This design comes from an exercise in tuning for small area on the open sky130 flow, not from production work.
Only simulation tests tie the RTL to the original design; equivalence was not proved.
The clock port is modelled as an ideal driver; clocking choices that lean on that would not hold on a real chip.
Power and IR drop assume default switching activity.

run M:
## maindsp48a1
module maindsp48a1 (
  input [17:0] A, B, D,
  input [47:0] C,
  input [17:0] BCIN,
  input [47:0] PCIN,
  input [7:0] OPMODE,
  input clk, CARRYIN,
  input RSTA, RSTB, RSTC, RSTCARRYIN, RSTD, RSTM, RSTOPMODE, RSTP,
  input CEA, CEB, CEM, CEP, CEC, CED, CECARRYIN, CEOPMODE,
  output [47:0] P,
  output [35:0] M,
  output CARRYOUT, CARRYOUTF,
  output [17:0] BCOUT,
  output [47:0] PCOUT
);
reg  [7:0] opr_q;
wire [7:0] opr_n;
reg  [17:0] d_q;
wire [17:0] d_n;
reg  [17:0] a1_q;
wire [17:0] a1_n;
reg  [17:0] b1_q;
wire [17:0] b1_n;
reg  [47:0] c_q;
wire [47:0] c_n;
reg  [35:0] m_q;
wire [35:0] m_n;
reg  [47:0] p_q;
wire [47:0] p_n;
reg  [0:0] cin_q;
wire [0:0] cin_n;
reg  [0:0] cout_q;
wire [0:0] cout_n;
wire n1, n2, n3, n4, n5, n6, n7, n8, n9, n10, n11, n12, n13, n14, n15, n16;
wire n17, n18, n19, n20, n21, n22, n23, n24, n25, n26, n27, n28, n29, n30, n31, n32;
wire n33, n34, n35, n36, n37, f38, f39, f40, f41, f42, f43, f44, f45, f46, f47, f48;
wire f49, f50, f51, f52, f53, f54, f55, n56, n57, n58, n59, n60, n61, n62, n63, n64;
wire n65, n66, n67, n68, n69, n70, n71, n72, n73, i74, n75, n76, n77, n78, n79, n80;
wire n81, n82, n83, n84, n85, n86, n87, i88, n89, n90, i91, n92, n93, n94, i95, n96;
wire n97, n98, n99, n100, n101, n102, n103, n104, n105, n106, n107, n108, n109, n110, n111, n112;
wire n113, n114, n115, n116, n117, n118, n119, n120, n121, n122, n123, n124, n125, n126, n127, n128;
wire n129, n130, n131, n132, n133, n134, n135, n136, n137, n138, n139, n140, n141, n142, n143, n144;
wire n145, n146, n147, n148, n149, n150, n151, n152, n153, n154, n155, n156, n157, n158, n159, n160;
wire n161, n162, n163, n164, n165, n166, n167, n168, n169, n170, n171, n172, n173, n174, n175, n176;
wire n177, n178, n179, n180, n181, n182, n183, n184, n185, n186, n187, n188, n189, n190, n191, n192;
  ...
Settings: LEC_CHECK=0, CAP_MARGIN=20, CORE_MARGIN=2, CORE_UTILIZATION=40, SLEW_MARGIN=20, SYNTH_HIERARCHICAL=1; clock period 7.0 ns.
standard.sh (not shown) runs the stock make flow with config.mk's settings and CLKGATE_MAP_FILE= SYNTH_SCRIPT=/design/flow/synth_recipe.tcl, a recipe that flattens the netlist after the stock synthesis.
==> flow/flow/run.sh <==
#!/bin/bash
# Own layout flow: the standard flow (standard.sh) with these changes:
#  - after synthesis (the standard Yosys run, unchanged), every combinational
#    cell that Yosys/ABC mapped to a drive strength above 1 is set back to the
#    smallest cell of its family (downsize.tcl); repair_design/repair_timing
#    upsize again where timing needs it;
#  - the port buffers that buffer_ports adds are buf_1 cells;
#  - CTS adds no dummy loads, and leaf clock buffers are clkbuf_8 where the
#    clock slew at their flip-flops allows (clkdown.tcl).
# ORFS writes each step's full log under orfs/logs; make's output goes to
# standard.log here.
set -uo pipefail
export POST_SYNTH_TCL="$PWD/flow/downsize.tcl"
export POST_CTS_TCL="$PWD/flow/clkdown.tcl"
export BUFFER_PORTS_ARGS="-buffer_cell sky130_fd_sc_hd__buf_1"
export CTS_ARGS="-sink_clustering_enable -repair_clock_nets -dont_use_dummy_load"
bash standard.sh > standard.log 2>&1
rc=$?
cp -r orfs/logs ./orfs_logs 2>/dev/null
exit $rc
Other scripts of this flow, unchanged in this note and not shown: flow/flow/clkdown.tcl, flow/flow/downsize.tcl
Changes in run P relative to run M:
-- flow/flow/run.sh --
<<< run M, line 8
#  - CTS adds no dummy loads, and leaf clock buffers are clkbuf_8 where the
#    clock slew at their flip-flops allows (clkdown.tcl).
# ORFS writes each step's full log under orfs/logs; make's output goes to
>>> run P, line 8
#  - CTS adds no dummy loads, and leaf clock buffers are clkbuf_8 where the
#    clock slew at their flip-flops allows (clkdown.tcl);
#  - timing-driven global placement does not keep its buffering (GPL_KEEP_OVERFLOW=0).
# ORFS writes each step's full log under orfs/logs; make's output goes to
<<< run M, line 15
export BUFFER_PORTS_ARGS="-buffer_cell sky130_fd_sc_hd__buf_1"
export CTS_ARGS="-sink_clustering_enable -repair_clock_nets -dont_use_dummy_load"
>>> run P, line 16
export BUFFER_PORTS_ARGS="-buffer_cell sky130_fd_sc_hd__buf_1"
export GPL_KEEP_OVERFLOW=0
export CTS_ARGS="-sink_clustering_enable -repair_clock_nets -dont_use_dummy_load"
Taking run M as 1.0, run P lands at 0.874 on first-iteration DRC count.
Between run P and run M, the clock network fraction of total power does not differ in any meaningful way.
Relative to run M, the final cell area reported for run P is higher.
Summary of run P over run M: register-to-register slack has decreased, final cell count fell 1.3%.

---

== lagoon ==
Another version of the RTL of maindsp48a1 (not shown whole).
Size in the first run: ~17000 um2 of cells after synthesis.
// maindsp48a1
module maindsp48a1 (
  input [17:0] A, B, D,
  input [47:0] C,
  input [17:0] BCIN,
  input [47:0] PCIN,
  input [7:0] OPMODE,
  input clk, CARRYIN,
  input RSTA, RSTB, RSTC, RSTCARRYIN, RSTD, RSTM, RSTOPMODE, RSTP,
  input CEA, CEB, CEM, CEP, CEC, CED, CECARRYIN, CEOPMODE,
  output [47:0] P,
  output [35:0] M,
  output CARRYOUT, CARRYOUTF,
  output [17:0] BCOUT,
  output [47:0] PCOUT
);
==> flow/config.mk <==
export PLATFORM = sky130hd
export DESIGN_NAME = maindsp48a1
export DESIGN_NICKNAME = maindsp48a1
export VERILOG_FILES = /design/flow/design.v
export SDC_FILE = /design/flow/constraint.sdc
export NUM_CORES = 4
export LEC_CHECK = 0
export CAP_MARGIN = 20
export CORE_MARGIN = 2
export CORE_UTILIZATION = 40
export SLEW_MARGIN = 20
export SYNTH_HIERARCHICAL = 1
==> flow/constraint.sdc <==
create_clock -name core_clock -period 7.0 [get_ports {clk}]
set_input_delay 1.4000 -clock core_clock [delete_from_list [all_inputs] [get_ports {clk}]]
set_output_delay 1.4000 -clock core_clock [all_outputs]
set_load 0.01 [all_outputs]
==> flow/flow/run.sh <==
#!/bin/bash
# Own layout flow: the standard flow (standard.sh) with these changes:
#  - after synthesis (the standard Yosys run, unchanged), every combinational
#    cell that Yosys/ABC mapped to a drive strength above 1 is set back to the
#    smallest cell of its family (downsize.tcl); repair_design/repair_timing
#    upsize again where timing needs it;
#  - the port buffers that buffer_ports adds are buf_1 cells;
#  - CTS adds no dummy loads, and leaf clock buffers are clkbuf_8 where the
#    clock slew at their flip-flops allows (clkdown.tcl);
#  - timing-driven global placement does not keep its buffering (GPL_KEEP_OVERFLOW=0).
# ORFS writes each step's full log under orfs/logs; make's output goes to
# standard.log here.
set -uo pipefail
export POST_SYNTH_TCL="$PWD/flow/downsize.tcl"
export POST_CTS_TCL="$PWD/flow/clkdown.tcl"
export BUFFER_PORTS_ARGS="-buffer_cell sky130_fd_sc_hd__buf_1"
export GPL_KEEP_OVERFLOW=0
export CTS_ARGS="-sink_clustering_enable -repair_clock_nets -dont_use_dummy_load"
bash standard.sh > standard.log 2>&1
rc=$?
cp -r orfs/logs ./orfs_logs 2>/dev/null
exit $rc
Other scripts of this flow, unchanged in this note and not shown: flow/flow/clkdown.tcl, flow/flow/downsize.tcl
lagoon went all the way through the flow, and no timing, DRC or antenna check failed.
What delta does differently from lagoon at the input level:
--- a/flow/flow/run.sh
+++ b/flow/flow/run.sh
@@ -7,6 +7,5 @@
 #  - the port buffers that buffer_ports adds are buf_1 cells;
 #  - CTS adds no dummy loads, and leaf clock buffers are clkbuf_8 where the
-#    clock slew at their flip-flops allows (clkdown.tcl);
-#  - timing-driven global placement does not keep its buffering (GPL_KEEP_OVERFLOW=0).
+#    clock slew at their flip-flops allows (clkdown.tcl).
 # ORFS writes each step's full log under orfs/logs; make's output goes to
 # standard.log here.
@@ -15,5 +14,4 @@
 export POST_CTS_TCL="$PWD/flow/clkdown.tcl"
 export BUFFER_PORTS_ARGS="-buffer_cell sky130_fd_sc_hd__buf_1"
-export GPL_KEEP_OVERFLOW=0
 export CTS_ARGS="-sink_clustering_enable -repair_clock_nets -dont_use_dummy_load"
 bash standard.sh > standard.log 2>&1
==> results.txt <==
~same fraction of power spent switching nets in lagoon and delta. Final setup slack of the worst path improves in delta relative to lagoon. Higher non-clock buffer total of the final layout among lagoon and delta: delta. Diff lagoon -> delta | placed instance count | up slightly. Compare lagoon and delta | estimated wirelength of the detail-placed design higher: lagoon.
Relative to delta, the following input files were edited for onyx:
--- a/flow/flow/run.sh
+++ b/flow/flow/run.sh
@@ -7,5 +7,7 @@
 #  - the port buffers that buffer_ports adds are buf_1 cells;
 #  - CTS adds no dummy loads, and leaf clock buffers are clkbuf_8 where the
-#    clock slew at their flip-flops allows (clkdown.tcl).
+#    clock slew at their flip-flops allows (clkdown.tcl);
+#  - timing-driven global placement keeps its buffering only from its late
+#    iterations (GPL_KEEP_OVERFLOW=0.3).
 # ORFS writes each step's full log under orfs/logs; make's output goes to
 # standard.log here.
@@ -14,4 +16,5 @@
 export POST_CTS_TCL="$PWD/flow/clkdown.tcl"
 export BUFFER_PORTS_ARGS="-buffer_cell sky130_fd_sc_hd__buf_1"
+export GPL_KEEP_OVERFLOW=0.3
 export CTS_ARGS="-sink_clustering_enable -repair_clock_nets -dont_use_dummy_load"
 bash standard.sh > standard.log 2>&1
Notes after the runs:
Diff delta..onyx | die area | unchanged
Wire length reported by the detailed router: onyx > delta
Summary of onyx over delta: routability congestion estimate from global placement rose 0.60%; hold slack rose 0.0048 ns; final critical delay including setup and external delays fell 0.30 ns.
Met2 usage: onyx vs delta up 1.7 points
Sequential cell area: onyx vs delta — no meaningful difference
The data required time at the worst endpoint reported for onyx is greater than that of delta by 0.03 ns.
The inputs of garnet differ from those of onyx as listed below.
- PLACE_DENSITY now 0.75, previously not set
--- a/flow/flow/run.sh
+++ b/flow/flow/run.sh
@@ -7,7 +7,5 @@
 #  - the port buffers that buffer_ports adds are buf_1 cells;
 #  - CTS adds no dummy loads, and leaf clock buffers are clkbuf_8 where the
-#    clock slew at their flip-flops allows (clkdown.tcl);
-#  - timing-driven global placement keeps its buffering only from its late
-#    iterations (GPL_KEEP_OVERFLOW=0.3).
+#    clock slew at their flip-flops allows (clkdown.tcl).
 # ORFS writes each step's full log under orfs/logs; make's output goes to
 # standard.log here.
@@ -16,5 +14,4 @@
 export POST_CTS_TCL="$PWD/flow/clkdown.tcl"
 export BUFFER_PORTS_ARGS="-buffer_cell sky130_fd_sc_hd__buf_1"
-export GPL_KEEP_OVERFLOW=0.3
 export CTS_ARGS="-sink_clustering_enable -repair_clock_nets -dont_use_dummy_load"
 bash standard.sh > standard.log 2>&1
On sequential cell area, onyx and garnet are basically level. From onyx to garnet the numbers moved as follows: post-route minimum period rose 0.47 ns, wire length fell 0.78%.

---

maindsp48a1, a different RTL version from the one above (not shown whole).
Size in the first run: about 1700 cells after synthesis, ~350 I/O pins.
// maindsp48a1
module maindsp48a1 (
  input [17:0] A, B, D,
  input [47:0] C,
  input [17:0] BCIN,
  input [47:0] PCIN,
  input [7:0] OPMODE,
  input clk, CARRYIN,
  input RSTA, RSTB, RSTC, RSTCARRYIN, RSTD, RSTM, RSTOPMODE, RSTP,
  input CEA, CEB, CEM, CEP, CEC, CED, CECARRYIN, CEOPMODE,
  output [47:0] P,
  output [35:0] M,
  output CARRYOUT, CARRYOUTF,
  output [17:0] BCOUT,
  output [47:0] PCOUT
);
reg  [7:0] opr_q;
wire [7:0] opr_n;
reg  [17:0] d_q;
wire [17:0] d_n;
reg  [17:0] a1_q;
wire [17:0] a1_n;
reg  [17:0] b1_q;
wire [17:0] b1_n;
reg  [47:0] c_q;
wire [47:0] c_n;
reg  [35:0] m_q;
wire [35:0] m_n;
reg  [47:0] p_q;
wire [47:0] p_n;
reg  [0:0] cin_q;
wire [0:0] cin_n;
reg  [0:0] cout_q;
wire [0:0] cout_n;
wire n1, n2, n3, n4, n5, n6, n7, n8, n9, n10, n11, n12, n13, n14, n15, n16;
wire n17, n18, n19, n20, n21, n22, n23, n24, n25, n26, n27, n28, n29, n30, n31, n32;
wire n33, n34, n35, n36, n37, f38, f39, f40, f41, f42, f43, f44, f45, f46, f47, f48;
wire f49, f50, f51, f52, f53, f54, f55, n56, n57, n58, n59, n60, n61, n62, n63, n64;
wire n65, n66, n67, n68, n69, n70, n71, n72, n73, i74, n75, n76, n77, n78, n79, n80;
wire n81, n82, n83, n84, n85, n86, n87, i88, n89, n90, i91, n92, n93, n94, i95, n96;
wire n97, n98, n99, n100, n101, n102, n103, n104, n105, n106, n107, n108, n109, n110, n111, n112;
wire n113, n114, n115, n116, n117, n118, n119, n120, n121, n122, n123, n124, n125, n126, n127, n128;
wire n129, n130, n131, n132, n133, n134, n135, n136, n137, n138, n139, n140, n141, n142, n143, n144;
wire n145, n146, n147, n148, n149, n150, n151, n152, n153, n154, n155, n156, n157, n158, n159, n160;
  ...
export LEC_CHECK = 0
export CAP_MARGIN = 20
export CORE_MARGIN = 2
export CORE_UTILIZATION = 40
export CTS_CLUSTER_DIAMETER = 100
export CTS_CLUSTER_SIZE = 30
export SLEW_MARGIN = 20
export SYNTH_HIERARCHICAL = 1
create_clock -name core_clock -period 7.0 [get_ports {clk}]
==> flow/flow/run.sh <==
#!/bin/bash
# Own layout flow: the standard flow (standard.sh) with two changes:
#  - after synthesis (the standard Yosys run, unchanged), every combinational
#    cell that Yosys/ABC mapped to a drive strength above 1 is set back to the
#    smallest cell of its family (downsize.tcl); repair_design/repair_timing
#    upsize again where timing needs it;
#  - the port buffers that buffer_ports adds are buf_1 cells.
# Each tool's output goes to the ORFS logs under orfs/logs plus standard.log here.
set -uo pipefail
export POST_SYNTH_TCL="$PWD/flow/downsize.tcl"
export BUFFER_PORTS_ARGS="-buffer_cell sky130_fd_sc_hd__buf_1"
bash standard.sh > standard.log 2>&1
rc=$?
cp -r orfs/logs ./orfs_logs 2>/dev/null
exit $rc
==> flow/flow/downsize.tcl <==
# Set each combinational cell to the smallest drive strength of its family.
set db [ord::get_db]
set block [ord::get_db_block]
set n 0
foreach inst [$block getInsts] {
  set m [$inst getMaster]
  set name [$m getName]
  if {![regexp {^(sky130_fd_sc_hd__[a-z0-9]+)_([0-9]+)$} $name -> base sz]} { continue }
  if {[regexp {__(e?s?df|dl|buf|clkbuf|clkinv|conb|tap|fill|decap|diode)} $base]} { continue }
  set best $m
  set barea [expr {[$m getWidth] * [$m getHeight]}]
  foreach s {1 0} {
    set c [$db findMaster ${base}_$s]
    if {$c eq "NULL" || $c eq ""} { continue }
    set a [expr {[$c getWidth] * [$c getHeight]}]
    if {$a < $barea} { set best $c; set barea $a }
  }
  if {$best ne $m} {
    $inst swapMaster $best
    incr n
  }
}
puts "downsize.tcl: $n cells set to a smaller drive strength"
The first run finished with timing, DRC and antenna clean.
Next try:
CAP_MARGIN = 5   (was 20)
CTS_CLUSTER_DIAMETER = not set   (was 100)
CTS_CLUSTER_SIZE = not set   (was 30)
SLEW_MARGIN = 5   (was 20)
=> Cell count hardly moves. Non-clock buffer count goes down by 1. Count of clock-buffer cells in the layout is unchanged. Cell area stays flat. Register-to-register slack barely changes.
Next try:
--- a/flow/flow/run.sh
+++ b/flow/flow/run.sh
@@ -11,2 +11,3 @@
 export BUFFER_PORTS_ARGS="-buffer_cell sky130_fd_sc_hd__buf_1"
+export CTS_ARGS="-sink_clustering_enable -repair_clock_nets -dont_use_dummy_load -sink_buffer_max_cap_derate 0.03"
 bash standard.sh > standard.log 2>&1
CAP_MARGIN = 20   (was 5)
SLEW_MARGIN = 20   (was 5)
Effect: Routed wire length stays flat; design area came out lower by 0.91%; worst setup slack hardly moves; die area is unchanged; clock-buffer cell count stays the same; total power falls by 3.5%; register-to-register slack hardly moves.
Next try:
--- a/flow/flow/run.sh
+++ b/flow/flow/run.sh
@@ -11,3 +11,2 @@
 export BUFFER_PORTS_ARGS="-buffer_cell sky130_fd_sc_hd__buf_1"
-export CTS_ARGS="-sink_clustering_enable -repair_clock_nets -dont_use_dummy_load -sink_buffer_max_cap_derate 0.03"
 bash standard.sh > standard.log 2>&1
CTS_CLUSTER_DIAMETER = 150   (was not set)
CTS_CLUSTER_SIZE = 50   (was not set)
Effect:
- die area does not change
- sequential cell count is unchanged
- fmax hardly moves
- wire length barely changes
- area after synthesis stays the same
- setup slack gets better by 16 ps
- utilization came out higher by 0.49 points
Next try:
--- a/flow/flow/run.sh
+++ b/flow/flow/run.sh
@@ -11,2 +11,3 @@
 export BUFFER_PORTS_ARGS="-buffer_cell sky130_fd_sc_hd__buf_1"
+export CTS_ARGS="-sink_clustering_enable -repair_clock_nets -dont_use_dummy_load -sink_clustering_levels 1 -sink_clustering_size 25 -sink_clustering_max_diameter 150"
 bash standard.sh > standard.log 2>&1
CTS_CLUSTER_DIAMETER = not set   (was 150)
CTS_CLUSTER_SIZE = not set   (was 50)
After rerunning:
- count of clock-buffer cells in the layout stays the same
- global-route usage is about the same
- cell area goes down by 0.99%
- fmax is about the same
- die area is unchanged

separate check: timing with driven ports:
Ports are ideal in the flow. The routed layouts listed here were re-timed in OpenROAD. Step 1: set_driving_cell puts a clkbuf_16 on clk and a buf_2 on each other input, an assumption about the parent block. Step 2 moves the port delays by t, midway between the first and last clock arrival at a register: inputs arrive t later, outputs are due t later. That takes back most of the time a late clock gives input paths. Three values: no drivers, after step 1, after step 2; two values: the first two.
run	t (ns)	setup WS [ns]	worst setup path after step 2
run M	0.492	0.306 / 0.335 / -0.157	input to register
run P	0.491	0.215 / 0.215 / -0.011	input to register
lagoon	0.516	0.299 / 0.299 / 0.129	input to register
delta	0.495	0.745 / 0.745 / 0.387	input to register
onyx	0.502	1.049 / 1.049 / 0.607	input to register
garnet	0.474	0.576 / 0.576 / 0.368	input to register
the first run of note 3	0.529	0.357 / 0.357 / -0.128	input to register
the second run of note 3	0.522	0.344 / 0.354 / -0.150	input to register
the third run of note 3	0.648	0.342 / 0.342 / -0.150	input to register
the fourth run of note 3	0.529	0.357 / 0.357 / -0.128	input to register
the fifth run of note 3	0.517	0.358 / 0.362 / -0.130	input to register
With both steps, setup timing fails in 7 of these runs, where it was met with ideal ports. For the second run of note 3, which loses most, drivers alone change the setup slack by +0.010 ns; drivers and shift together by -0.494 ns.
